This design comes from an exercise in tuning for small area and a short achievable clock period on the open sky130 flow, not from production work. Only simulation tests tie the RTL to the original design; equivalence was not proved. Power figures rest on the tool's default switching activity, not on a simulated workload.

## north
Design int_backend, start of the top module:
module int_backend (
    input  wire        clk,
    input  wire        rst_aL,
    input  wire        flush,
    output wire        dispatch_ready,
    input  wire        dispatch_valid,
    input  wire [189:0] dispatch_data,
    input  wire        ld_broadcast_valid,
    input  wire [3:0]  ld_broadcast_rob_id,
    input  wire [31:0] ld_broadcast_reg_data,
    output wire        issue_valid,
    output wire [3:0]  issue_rob_id,
    output wire        execute_valid,
    output wire        alu_broadcast_valid,
    output wire [3:0]  alu_broadcast_rob_id,
    output wire [31:0] alu_broadcast_reg_data,
    output wire        alu_npc_wb_valid,
    output wire        alu_npc_mispred,
    output wire [31:0] alu_npc
);
Size: roughly 1400 flip-flops, ~74000 um^2 of cells after synthesis.
Settings: LEC_CHECK=0, CAP_MARGIN=20, CELL_PAD_IN_SITES_DETAIL_PLACEMENT=1, CELL_PAD_IN_SITES_GLOBAL_PLACEMENT=2, CORE_MARGIN=2, CORE_UTILIZATION=40, GPL_ROUTABILITY_DRIVEN=0, GPL_TIMING_DRIVEN=1, PLACE_DENSITY=0.55, SLEW_MARGIN=20, TNS_END_PERCENT=1; clock period 24.0 ns.
standard.sh (not shown) runs the stock make flow with config.mk's settings and CLKGATE_MAP_FILE= SYNTH_SCRIPT=/design/flow/synth_recipe.tcl, a recipe that flattens the netlist after the stock synthesis.
==> flow/flow/run.sh <==
#!/bin/bash
# The standard layout (standard.sh: the standard flow's synthesis script and ORFS),
# with these changes to how the layout is made:
#  - synthesis leaves adders to Yosys's parallel-prefix mapping and abc
#    instead of extracting full/half-adder cells (ADDER_MAP_FILE empty);
#    registers, their names and cell types are unchanged;
#  - timing repair aims past the clock (setup over-fix margin), so the tools
#    size and buffer the design for speed instead of stopping at 24 ns;
#  - the port buffers are plain buffer cells instead of delay cells;
#  - clock tree: larger sink clusters on clkbuf_8, no dummy loads.
# The SDC (clock period, I/O delays, loads) is the standard flow's, unchanged.
# Each tool's full log is under orfs/logs/; make's output is in make_standard.log.
set -euo pipefail
export ADDER_MAP_FILE=
export SETUP_SLACK_MARGIN=17
export BUFFER_PORTS_ARGS="-buffer_cell sky130_fd_sc_hd__buf_2"
export CTS_ARGS="-sink_clustering_enable -repair_clock_nets -sink_clustering_size 18 -sink_clustering_max_diameter 70 -buf_list sky130_fd_sc_hd__clkbuf_8 -dont_use_dummy_load"
bash standard.sh > make_standard.log 2>&1
Modified inputs, south compared to north
- TNS_END_PERCENT changed from 1 to 2
### Flow results
Total power (south vs. north) increases slightly
Register clock-pin slew on the reported worst setup and hold paths essentially unchanged between north and south.
Achievable clock frequency was higher in the run labelled north.
Compared to north, the routing of south uses less wire.
Final instance area of south exceeds that of north slightly.
Diff north -> south: power share of the clock group fell by 0.2 points; number of logic stages on the critical path including buffering fell by 10; fraction of final layout cells with drive strength greater than 1 rose by 0.38 points.
Sort south and north by clock period minus worst slack, descending, and south comes first.
Via count of south falls short of that of north slightly.
--- input diff south..east ---
- swapping 2 for 0 in TNS_END_PERCENT
## What came out
east did not stop at any stage, and its layout met the timing, DRC and antenna checks.
The setup slack of east is smaller than that of south.
Proportion of layout cells with a drive suffix above 1 in east is 0.35 points below south.
[diff] post-layout total power, east relative to south: improvement
Comparing east with south, the global-route usage came out essentially unchanged.
Relative to south, fraction of area in non-clock buffers decreased by 0.43 points in east.
From south to east the numbers moved as follows: part of the total power dissipated in combinational logic went down by 0.7 points; wire length neither gained nor lost much.
Between south and east, the clock power does not differ in any meaningful way.
Comparing south and east, the higher worst-case register-to-register setup slack is on south.
Relative to east, the following input files were edited for west:
- swapping 0 for 1 in TNS_END_PERCENT
-- flow/flow/run.sh --
<<< east, line 14
export ADDER_MAP_FILE=
export SETUP_SLACK_MARGIN=17
export BUFFER_PORTS_ARGS="-buffer_cell sky130_fd_sc_hd__buf_2"
>>> west, line 14
export ADDER_MAP_FILE=
export SETUP_SLACK_MARGIN=18
export BUFFER_PORTS_ARGS="-buffer_cell sky130_fd_sc_hd__buf_2"
### Flow results
The total clock buffers created by CTS in west sits 2 below the value recorded for east.
DRC marker count from the first detailed-route iteration: west worse than east
Per the comparison of west with east, post-route cell area rose 0.40%, post-layout total power neither gained nor lost much, sequential portion of the cell area dropped 0.18 points, fraction of area in multi-input gates lost 0.27 points.
[compare] base=east new=west: number of buffer and inverter stages on the critical path comparable, sequential share of power comparable.
Input-level comparison between middle and west:
- a change of GPL_ROUTABILITY_DRIVEN from 0 to 1
- a change of TNS_END_PERCENT from 1 to 3
-- flow/flow/run.sh --
<<< west, line 14
export ADDER_MAP_FILE=
export SETUP_SLACK_MARGIN=18
export BUFFER_PORTS_ARGS="-buffer_cell sky130_fd_sc_hd__buf_2"
export CTS_ARGS="-sink_clustering_enable -repair_clock_nets -sink_clustering_size 18 -sink_clustering_max_diameter 70 -buf_list sky130_fd_sc_hd__clkbuf_8 -dont_use_dummy_load"
bash standard.sh > make_standard.log 2>&1
>>> middle, line 14
export ADDER_MAP_FILE=
export SETUP_SLACK_MARGIN=17
export BUFFER_PORTS_ARGS="-buffer_cell sky130_fd_sc_hd__buf_2"
export CTS_ARGS="-sink_clustering_enable -repair_clock_nets -sink_clustering_size 14 -sink_clustering_max_diameter 60 -buf_list sky130_fd_sc_hd__clkbuf_8 -dont_use_dummy_load"
bash standard.sh > make_standard.log 2>&1
Results
middle finished all stages; the layout is clean. west leaves less setup margin than middle. Number of nets in the layout, west and middle: larger value in middle. Re via count of the first global-routing pass: middle is about 0.35% down on west. west -> middle: final cell count flat. middle does better than west on timing-limited maximum frequency. Total power of the final layout: middle > west. From west to middle the numbers moved as follows: overall via count from detail_route increased by 0.55% relative to the old numbers, signed area change from the synthesized netlist to the final layout went up 0.65 points. Looking at sequential share of layout area, middle sits 0.26 points lower than west does.

== the previous run ==
int_backend, a different RTL version from the one above (not shown whole).
For scale: roughly 7,300 cells after synthesis, ~1,400 flip-flops, roughly 310 I/O pins, roughly 75,000 sq um of cells after synthesis.
Settings: LEC_CHECK=0, CAP_MARGIN=20, CELL_PAD_IN_SITES_DETAIL_PLACEMENT=1, CELL_PAD_IN_SITES_GLOBAL_PLACEMENT=2, CORE_MARGIN=2, CORE_UTILIZATION=40, CTS_BUF_LIST=sky130_fd_sc_hd__clkbuf_16, CTS_CLUSTER_DIAMETER=50, CTS_CLUSTER_SIZE=16, GPL_ROUTABILITY_DRIVEN=1, GPL_TIMING_DRIVEN=1, PLACE_DENSITY=0.55, SLEW_MARGIN=20, TNS_END_PERCENT=3; clock period 24.0 ns.
==> flow/flow/run.sh <==
#!/bin/bash
# The standard layout (standard.sh: the standard flow's synthesis script and ORFS),
# with three changes to how the layout is made:
#  - synthesis leaves adders to Yosys's parallel-prefix mapping and abc
#    instead of extracting full/half-adder cells (ADDER_MAP_FILE empty);
#    registers, their names and cell types are unchanged;
#  - timing repair aims past the clock (setup over-fix margin), so the tools
#    size and buffer the design for speed instead of stopping at 24 ns;
#  - the port buffers are plain buffer cells instead of delay cells.
# The SDC (clock period, I/O delays, loads) is the standard flow's, unchanged.
# Each tool's full log is under orfs/logs/; make's output is in make_standard.log.
set -euo pipefail
export ADDER_MAP_FILE=
export SETUP_SLACK_MARGIN=17
export BUFFER_PORTS_ARGS="-buffer_cell sky130_fd_sc_hd__buf_2"
bash standard.sh > make_standard.log 2>&1
Setup changes, the previous run to the current run
- CTS_BUF_LIST now sky130_fd_sc_hd__clkbuf_8, was sky130_fd_sc_hd__clkbuf_16
- CTS_CLUSTER_DIAMETER no longer set, was 50
- TNS_END_PERCENT now 10, was 3
- CTS_CLUSTER_SIZE now 24, was 16
==> run notes <==
Comparing the two runs side by side, the current run comes out behind the previous run on via count of the routed design. Every run (the current run and the previous run) finished clean. Routed wire length of the current run exceeds that of the previous run by a few percent. Clock network power share in the current run vs the previous run: down 6.5 points. Status: multiplexer fraction of the synthesized cell area parity (the current run, the previous run). Area overhead of the layout relative to synthesis: the current run and the previous run compared, higher one is the current run. Routability congestion estimate from global placement: the previous run vs the current run — no meaningful difference.

run 1:
int_backend, a different RTL version from the one above (not shown whole).
For scale: about 310 I/O pins, roughly 74000 µm² of cells after synthesis.
clock: 24.0 ns
lec_check: 0
cap_margin: 10
cell_pad_in_sites_detail_placement: 1
cell_pad_in_sites_global_placement: 2
core_margin: 2
core_utilization: 40
gpl_routability_driven: 0
gpl_timing_driven: 1
place_density: 0.55
slew_margin: 10
tns_end_percent: 0
==> flow/flow/run.sh <==
#!/bin/bash
# The standard layout (standard.sh: the standard flow's synthesis script and ORFS),
# with these changes to how the layout is made:
#  - synthesis leaves adders to Yosys's parallel-prefix mapping and abc
#    instead of extracting full/half-adder cells (ADDER_MAP_FILE empty);
#    registers, their names and cell types are unchanged;
#  - timing repair aims past the clock (setup over-fix margin), so the tools
#    size and buffer the design for speed instead of stopping at 24 ns;
#  - the port buffers are plain buffer cells instead of delay cells;
#  - clock tree: larger sink clusters on clkbuf_8, no dummy loads.
# The SDC (clock period, I/O delays, loads) is the standard flow's, unchanged.
# Each tool's full log is under orfs/logs/; make's output is in make_standard.log.
set -euo pipefail
export ADDER_MAP_FILE=
export SETUP_SLACK_MARGIN=17
export BUFFER_PORTS_ARGS="-buffer_cell sky130_fd_sc_hd__buf_1"
export CTS_ARGS="-sink_clustering_enable -repair_clock_nets -sink_clustering_size 18 -sink_clustering_max_diameter 70 -buf_list sky130_fd_sc_hd__clkbuf_8 -dont_use_dummy_load"
bash standard.sh > make_standard.log 2>&1
Modified inputs, run 2 compared to run 1
-- flow/flow/run.sh --
<<< run 1, line 14
export ADDER_MAP_FILE=
export SETUP_SLACK_MARGIN=17
export BUFFER_PORTS_ARGS="-buffer_cell sky130_fd_sc_hd__buf_1"
export CTS_ARGS="-sink_clustering_enable -repair_clock_nets -sink_clustering_size 18 -sink_clustering_max_diameter 70 -buf_list sky130_fd_sc_hd__clkbuf_8 -dont_use_dummy_load"
bash standard.sh > make_standard.log 2>&1
>>> run 2, line 14
export ADDER_MAP_FILE=
export SETUP_SLACK_MARGIN=17
export BUFFER_PORTS_ARGS="-buffer_cell sky130_fd_sc_hd__buf_2"
export CTS_ARGS="-sink_clustering_enable -repair_clock_nets -sink_clustering_size 14 -sink_clustering_max_diameter 60 -buf_list sky130_fd_sc_hd__clkbuf_8 -dont_use_dummy_load"
bash standard.sh > make_standard.log 2>&1
==> flow/config.mk <==
export PLATFORM = sky130hd
export DESIGN_NAME = int_backend
export DESIGN_NICKNAME = int_backend
export VERILOG_FILES = /design/flow/design.v
export SDC_FILE = /design/flow/constraint.sdc
export NUM_CORES = 4
export LEC_CHECK = 0
export CAP_MARGIN = 20
export CELL_PAD_IN_SITES_DETAIL_PLACEMENT = 1
export CELL_PAD_IN_SITES_GLOBAL_PLACEMENT = 2
export CORE_MARGIN = 2
export CORE_UTILIZATION = 40
export GPL_ROUTABILITY_DRIVEN = 1
export GPL_TIMING_DRIVEN = 1
export PLACE_DENSITY = 0.55
export SLEW_MARGIN = 20
export TNS_END_PERCENT = 3
[summary]
Summary of the comparison: power of the clock network is higher in run 2, relative to run 1. Compared with run 1, run 2 shows a higher wire length of the first global-routing pass. Both conditions hold for run 2: the flow ran to the end and the final layout passed the timing, DRC and antenna checks. Of run 2 and run 1, the higher antenna diode count belongs to run 2. Of run 2 and run 1, the lower met2 wirelength from detailed routing belongs to run 1. What run 1 reported for routed wire length has to be multiplied by 1.06 to get the figure for run 2. Looking at maximum fanout along the worst path, run 2 sits 35 higher than run 1 does. Diff run 1 -> run 2: setup slack of the critical path after layout shows an increase of 0.094 ns, synthesized cell count barely changed, final clock period utilization by the worst path fell by 0.39 points. A capture point of the worst path of m_q[26]$_DFF_PN0_ is what run 2 shows, while m_q[7]$_DFF_PN0_ belongs to run 1.
--- input diff run 2..run 3 ---
-- flow/flow/run.sh --
<<< run 2, line 15
export SETUP_SLACK_MARGIN=17
export BUFFER_PORTS_ARGS="-buffer_cell sky130_fd_sc_hd__buf_2"
export CTS_ARGS="-sink_clustering_enable -repair_clock_nets -sink_clustering_size 14 -sink_clustering_max_diameter 60 -buf_list sky130_fd_sc_hd__clkbuf_8 -dont_use_dummy_load"
bash standard.sh > make_standard.log 2>&1
>>> run 3, line 15
export SETUP_SLACK_MARGIN=17
export BUFFER_PORTS_ARGS="-buffer_cell sky130_fd_sc_hd__buf_2"
export CTS_ARGS="-sink_clustering_enable -repair_clock_nets -sink_clustering_size 18 -sink_clustering_max_diameter 70 -buf_list sky130_fd_sc_hd__clkbuf_8 -dont_use_dummy_load"
bash standard.sh > make_standard.log 2>&1
-- flow/config.mk --
<<< run 2, line 11
export CORE_MARGIN = 2
export CORE_UTILIZATION = 40
export GPL_ROUTABILITY_DRIVEN = 1
export GPL_TIMING_DRIVEN = 1
export PLACE_DENSITY = 0.55
export SLEW_MARGIN = 20
export TNS_END_PERCENT = 3
>>> run 3, line 11
export CORE_MARGIN = 2
export CORE_UTILIZATION = 40
export GPL_ROUTABILITY_DRIVEN = 0
export GPL_TIMING_DRIVEN = 1
export PLACE_DENSITY = 0.55
export SLEW_MARGIN = 20
export TNS_END_PERCENT = 0
==> run notes <==
Count of placed standard cells including taps across run 2 and run 3: no real change. Going from run 2 to run 3, max-slew headroom at the worst pin shrinks by 3.0 points. Compared with run 2, in run 3 overall power of the completed layout went down 0.00028 W; stage delay of the slowest cell on the critical path went up 0.13 ns; final setup violation count held; number of gates on the worst path with buffers counted went down 9.

int_backend, a different RTL version from the one above (not shown whole).
Size in the first run: roughly 8000 cells after synthesis, about 1400 flip-flops.
clock: 24.0 ns
lec_check: 0
cap_margin: 20
cell_pad_in_sites_detail_placement: 1
cell_pad_in_sites_global_placement: 2
core_margin: 2
core_utilization: 40
gpl_routability_driven: 0
gpl_timing_driven: 1
place_density: 0.55
slew_margin: 20
tns_end_percent: 1
==> flow/flow/run.sh <==
#!/bin/bash
# The standard layout (standard.sh: the standard flow's synthesis script and ORFS),
# with these changes to how the layout is made:
#  - synthesis leaves adders to Yosys's parallel-prefix mapping and abc
#    instead of extracting full/half-adder cells (ADDER_MAP_FILE empty);
#    registers, their names and cell types are unchanged;
#  - timing repair aims past the clock (setup over-fix margin), so the tools
#    size and buffer the design for speed instead of stopping at 24 ns;
#  - the port buffers are plain buffer cells instead of delay cells;
#  - clock tree: larger sink clusters on clkbuf_8, no dummy loads.
# The SDC (clock period, I/O delays, loads) is the standard flow's, unchanged.
# Each tool's full log is under orfs/logs/; make's output is in make_standard.log.
set -euo pipefail
export ADDER_MAP_FILE=
export SETUP_SLACK_MARGIN=17
export BUFFER_PORTS_ARGS="-buffer_cell sky130_fd_sc_hd__buf_2"
export CTS_ARGS="-sink_clustering_enable -repair_clock_nets -sink_clustering_size 18 -sink_clustering_max_diameter 70 -buf_list sky130_fd_sc_hd__clkbuf_8 -dont_use_dummy_load"
bash standard.sh > make_standard.log 2>&1
Edit:
Settings changed: TNS_END_PERCENT 1 to 0.
Effect: The new run passed the timing, DRC and antenna checks. Via count does not change. Total power does not change. Final cell count does not change. Clock skew does not change. Hold slack is unchanged.

==> separate check: timing with driven ports <==
The results above use ideal ports. As a check the final layouts listed here were re-extracted and re-timed, cells and wires unchanged. Step 1, drivers: a clkbuf_16 drives clk and a buf_2 each remaining input, both assumed. Step 2 also shifts input and output timing later by t, the mid clock arrival at the registers, as if the neighbouring blocks saw the same clock. Slacks: no drivers / after step 1 / after step 2; pairs: no drivers / after step 1.
| run | t (ns) | slack for setup (ns) | hold WS [ns] | slew at the worst register clock pin (ns) |
|---|---|---|---|---|
| north | 0.997 | 16.409 / 16.338 / 15.467 | 0.506 / 0.506 / 0.506 | 0.11 / 0.11 |
| south | 1.011 | 16.342 / 16.244 / 15.410 | 0.500 / 0.500 / 0.500 | 0.12 / 0.12 |
| east | 1.051 | 16.314 / 16.222 / 15.308 | 0.496 / 0.496 / 0.496 | 0.12 / 0.12 |
| west | 1.008 | 16.321 / 16.231 / 15.310 | 0.502 / 0.502 / 0.502 | 0.12 / 0.12 |
| middle | 1.018 | 16.401 / 16.332 / 15.314 | 0.503 / 0.503 / 0.503 | 0.10 / 0.10 |
| the previous run | 0.933 | 16.246 / 16.286 / 15.353 | 0.512 / 0.512 / 0.512 | 0.07 / 0.07 |
| the current run | 1.105 | 16.295 / 16.332 / 15.227 | 0.506 / 0.506 / 0.506 | 0.07 / 0.07 |
| run 1 | 1.009 | 16.355 / 16.354 / 15.399 | 0.498 / 0.498 / 0.498 | 0.12 / 0.12 |
| run 2 | 1.002 | 16.449 / 16.416 / 15.413 | 0.498 / 0.498 / 0.498 | 0.10 / 0.10 |
| run 3 | 0.994 | 16.314 / 16.229 / 15.419 | 0.509 / 0.509 / 0.509 | 0.11 / 0.11 |
| the first run of note 4 | 1.016 | 16.380 / 16.389 / 15.409 | 0.505 / 0.505 / 0.505 | 0.11 / 0.11 |
| the second run of note 4 | 1.016 | 16.380 / 16.389 / 15.409 | 0.505 / 0.505 / 0.505 | 0.11 / 0.11 |
After both steps every run listed still meets setup and hold. The setup slack of middle, which loses most, moves by -0.069 ns with the drivers and by -1.087 ns with both steps.
